Context: an optimization exercise on an open-source flow, tuned for small area. The choices shown serve that exercise and are no tape-out recipe. Only simulation tests tie the RTL to the original design; equivalence was not proved. Power is estimated from default activity; no workload was simulated.

Design Piano, start of the top module:
module Piano(
	input clk,
	input reset,
	input sw1,
	input sw2,
	input sw3,
	input sw4,
	input sw5,
	input sw6,
	input sw7,
	input btn1,
	input btn2,
	input btn3,
	input btn4,
	output sound
	);
==> flow/config.mk <==
export PLATFORM = sky130hd
export DESIGN_NAME = Piano
export DESIGN_NICKNAME = Piano
export VERILOG_FILES = /design/flow/design.v
export SDC_FILE = /design/flow/constraint.sdc
export NUM_CORES = 4
export LEC_CHECK = 0
export CAP_MARGIN = 20
export CORE_MARGIN = 2
export CORE_UTILIZATION = 55
export CTS_BUF_LIST = sky130_fd_sc_hd__clkbuf_4 sky130_fd_sc_hd__clkbuf_8
export CTS_CLUSTER_DIAMETER = 50
export CTS_CLUSTER_SIZE = 16
export SLEW_MARGIN = 20
==> flow/constraint.sdc <==
create_clock -name core_clock -period 6.0 [get_ports {clk}]
set_input_delay 1.2000 -clock core_clock [delete_from_list [all_inputs] [get_ports {clk}]]
set_output_delay 1.2000 -clock core_clock [all_outputs]
set_load 0.01 [all_outputs]
standard.sh (not shown) runs the stock make flow with config.mk's settings and CLKGATE_MAP_FILE= SYNTH_SCRIPT=/design/flow/synth_recipe.tcl, a recipe that flattens the netlist after the stock synthesis.
==> flow/flow/run.sh <==
#!/bin/bash
# Own flow: the standard layout (standard.sh, unchanged synthesis), with two CTS and
# port-buffer options that ORFS only takes from the environment:
#  - clock tree from clkbuf_4/clkbuf_8 with sink clusters of 16 within 50 um, and no dummy
#    loads (cells CTS adds only to balance the tree's load)
#  - port buffers of the smallest buffer, buf_1
# Each tool's output goes to standard.log here; ORFS's own logs stay under orfs/logs.
set -euo pipefail
export CTS_ARGS="-sink_clustering_enable -repair_clock_nets -sink_clustering_size 16 -sink_clustering_max_diameter 40 -buf_list {sky130_fd_sc_hd__clkbuf_4 sky130_fd_sc_hd__clkbuf_8} -dont_use_dummy_load"
export BUFFER_PORTS_ARGS="-buffer_cell sky130_fd_sc_hd__buf_1"
bash standard.sh > standard.log 2>&1
The starting point produced a clean layout.
Change:
==> flow/flow/run.sh (replaced) <==
#!/bin/bash
# Own flow: the standard layout (standard.sh, unchanged synthesis), with two CTS and
# port-buffer options that ORFS only takes from the environment:
#  - clock tree from clkbuf_2/clkbuf_4 with sink clusters of at most 12 within 38 um, and
#    no dummy loads (cells CTS adds only to balance the tree's load)
#  - port buffers of the smallest buffer, buf_1
# make's output (yosys and openroad for every step) goes to standard.log here; ORFS also
# keeps each step's log under orfs/logs.
set -euo pipefail
export CTS_ARGS="-sink_clustering_enable -repair_clock_nets -sink_clustering_size 12 -sink_clustering_max_diameter 38 -buf_list {sky130_fd_sc_hd__clkbuf_2 sky130_fd_sc_hd__clkbuf_4} -dont_use_dummy_load"
export BUFFER_PORTS_ARGS="-buffer_cell sky130_fd_sc_hd__buf_1"
bash standard.sh > standard.log 2>&1
- CTS_BUF_LIST: sky130_fd_sc_hd__clkbuf_4 sky130_fd_sc_hd__clkbuf_8 -> unset
- CTS_CLUSTER_DIAMETER: 50 -> unset
- CTS_CLUSTER_SIZE: 16 -> unset
Fmax is about the same.
Clock skew is higher by 0.011 ns.
Clock power fell by 21%.
Worst setup slack gains 0.0089 ns.
Critical path depth stays the same.
Global-route usage hardly moves.
Non-clock buffer count does not change.
Wire length is about the same.
Change:
==> flow/flow/run.sh (replaced) <==
#!/bin/bash
# Own flow: the standard layout (standard.sh, unchanged synthesis), with two CTS and
# port-buffer options that ORFS only takes from the environment:
#  - clock tree from clkbuf_4/clkbuf_8 with sink clusters of 16 within 50 um, and no dummy
#    loads (cells CTS adds only to balance the tree's load)
#  - port buffers of the smallest buffer, buf_1
# Each tool's output goes to standard.log here; ORFS's own logs stay under orfs/logs.
set -euo pipefail
export CTS_ARGS="-sink_clustering_enable -repair_clock_nets -sink_clustering_size 24 -sink_clustering_max_diameter 45 -buf_list {sky130_fd_sc_hd__clkbuf_8 sky130_fd_sc_hd__clkbuf_16} -dont_use_dummy_load"
export BUFFER_PORTS_ARGS="-buffer_cell sky130_fd_sc_hd__buf_1"
bash standard.sh > standard.log 2>&1
- CTS_BUF_LIST: unset -> sky130_fd_sc_hd__clkbuf_4 sky130_fd_sc_hd__clkbuf_8
- CTS_CLUSTER_DIAMETER: unset -> 50
- CTS_CLUSTER_SIZE: unset -> 16
What happened: Final cell count drops by 1.1%. Clock skew drops by 0.022 ns. Design area climbs by 4.3%. Non-clock buffer count is unchanged. Hold slack is better by 0.0075 ns. First-iteration DRC count drops by 16%. Sequential share of layout area drops by 2.9 points. Worst setup slack is worse by 0.0079 ns. Maximum frequency is about the same. Total power climbs by 19%.
Change:
--- a/flow/flow/run.sh
+++ b/flow/flow/run.sh
@@ -9 +9 @@
-export CTS_ARGS="-sink_clustering_enable -repair_clock_nets -sink_clustering_size 24 -sink_clustering_max_diameter 45 -buf_list {sky130_fd_sc_hd__clkbuf_8 sky130_fd_sc_hd__clkbuf_16} -dont_use_dummy_load"
+export CTS_ARGS="-sink_clustering_enable -repair_clock_nets -sink_clustering_size 12 -sink_clustering_max_diameter 38 -buf_list {sky130_fd_sc_hd__clkbuf_2 sky130_fd_sc_hd__clkbuf_4} -dont_use_dummy_load"
=> Clock-buffer cell count went up by 10. Via count went down by about 0.6%. Design area went down by 4.1%. Total power went down by 16%. Area after synthesis is unchanged. Wire length is about the same. Core utilization went down by 2.6 points. Non-clock buffer count does not change.

* * *

Piano, a different RTL version from the one above (not shown whole).
Size in the first run: about 740 cells after synthesis, ~350 flip-flops, roughly 0.0096 mm² of cells after synthesis.
==> flow/design.v (excerpt) <==
module Piano(
	input clk,
	input reset,
	input sw1,
	input sw2,
	input sw3,
	input sw4,
	input sw5,
	input sw6,
	input sw7,
	input btn1,
	input btn2,
	input btn3,
	input btn4,
	output sound
	);
clock: 6.0 ns
lec_check: 0
cap_margin: 20
core_margin: 2
core_utilization: 40
cts_buf_list: sky130_fd_sc_hd__clkbuf_4 sky130_fd_sc_hd__clkbuf_8
cts_cluster_diameter: 50
cts_cluster_size: 16
slew_margin: 20
run.sh (not shown) runs the stock make flow with config.mk's settings and CLKGATE_MAP_FILE= SYNTH_SCRIPT=/design/flow/synth_recipe.tcl, a recipe that flattens the netlist after the stock synthesis.
Stock flow here: none of the scripts above is used.
Rerun with:
==> flow/flow/run.sh (new file) <==
#!/bin/bash
# Own flow: the standard layout (standard.sh, unchanged synthesis), with two CTS and
# port-buffer options that ORFS only takes from the environment:
#  - clock tree from clkbuf_4/clkbuf_8 with sink clusters of 16 within 50 um, and no dummy
#    loads (cells CTS adds only to balance the tree's load)
#  - port buffers of the smallest buffer, buf_1
# Each tool's output goes to standard.log here; ORFS's own logs stay under orfs/logs.
set -euo pipefail
export CTS_ARGS="-sink_clustering_enable -repair_clock_nets -sink_clustering_size 16 -sink_clustering_max_diameter 50 -buf_list {sky130_fd_sc_hd__clkbuf_4 sky130_fd_sc_hd__clkbuf_8} -dont_use_dummy_load"
export BUFFER_PORTS_ARGS="-buffer_cell sky130_fd_sc_hd__buf_1"
bash standard.sh > standard.log 2>&1
==> flow/standard.sh (new file) <==
#!/bin/bash
# synth_recipe.tcl (not shown) runs the flow's synth.tcl, then flattens the netlist and writes it again
# the make line also repeats each setting of config.mk as NAME=value (left out here)
make -C /OpenROAD-flow-scripts/flow DESIGN_CONFIG=/design/flow/config.mk WORK_HOME=/design/flow/orfs CLKGATE_MAP_FILE= SYNTH_SCRIPT=/design/flow/synth_recipe.tcl "${@:-finish}"
removed: flow/run.sh
Outcome: Via count decreases by 0.65%. Register-to-register slack improved by 190 ps. Die area is unchanged. Count of clock-buffer cells in the layout came out lower by 2.

[afterwards: timing with drivers on the ports]
The flow's constraints put no driver on any port. The routed layouts listed below were extracted and timed again, unchanged, in two steps.
Step 1, drivers: a clkbuf_16 drives clk and a buf_2 each remaining input, both assumed.
Step 2 adds t to the input delays and takes it off the output delays; t is the mean of the earliest and latest rising clock arrival at the registers after step 1. Input paths then give back, and output paths get back, about the clock's delay inside the block.
a / b / c = ideal ports / drivers / drivers and shift; a / b = the first two.
run	t (ns)	setup slack, ns	worst slew at a driven data input, ns
the first run of note 1	0.549	2.246 / 2.224 / 2.224	0.03
the second run of note 1	0.639	2.255 / 2.233 / 2.233	0.03
the third run of note 1	0.567	2.247 / 2.225 / 2.225	0.03
the fourth run of note 1	0.639	2.255 / 2.233 / 2.233	0.03
the first run of note 2	0.609	1.269 / 1.240 / 1.240	0.10
the second run of note 2	0.595	2.044 / 2.016 / 2.016	0.10
After both steps every run listed still meets setup and hold. The setup slack of the first run of note 2, which loses most, moves by -0.029 ns with the drivers and by -0.029 ns with both steps.
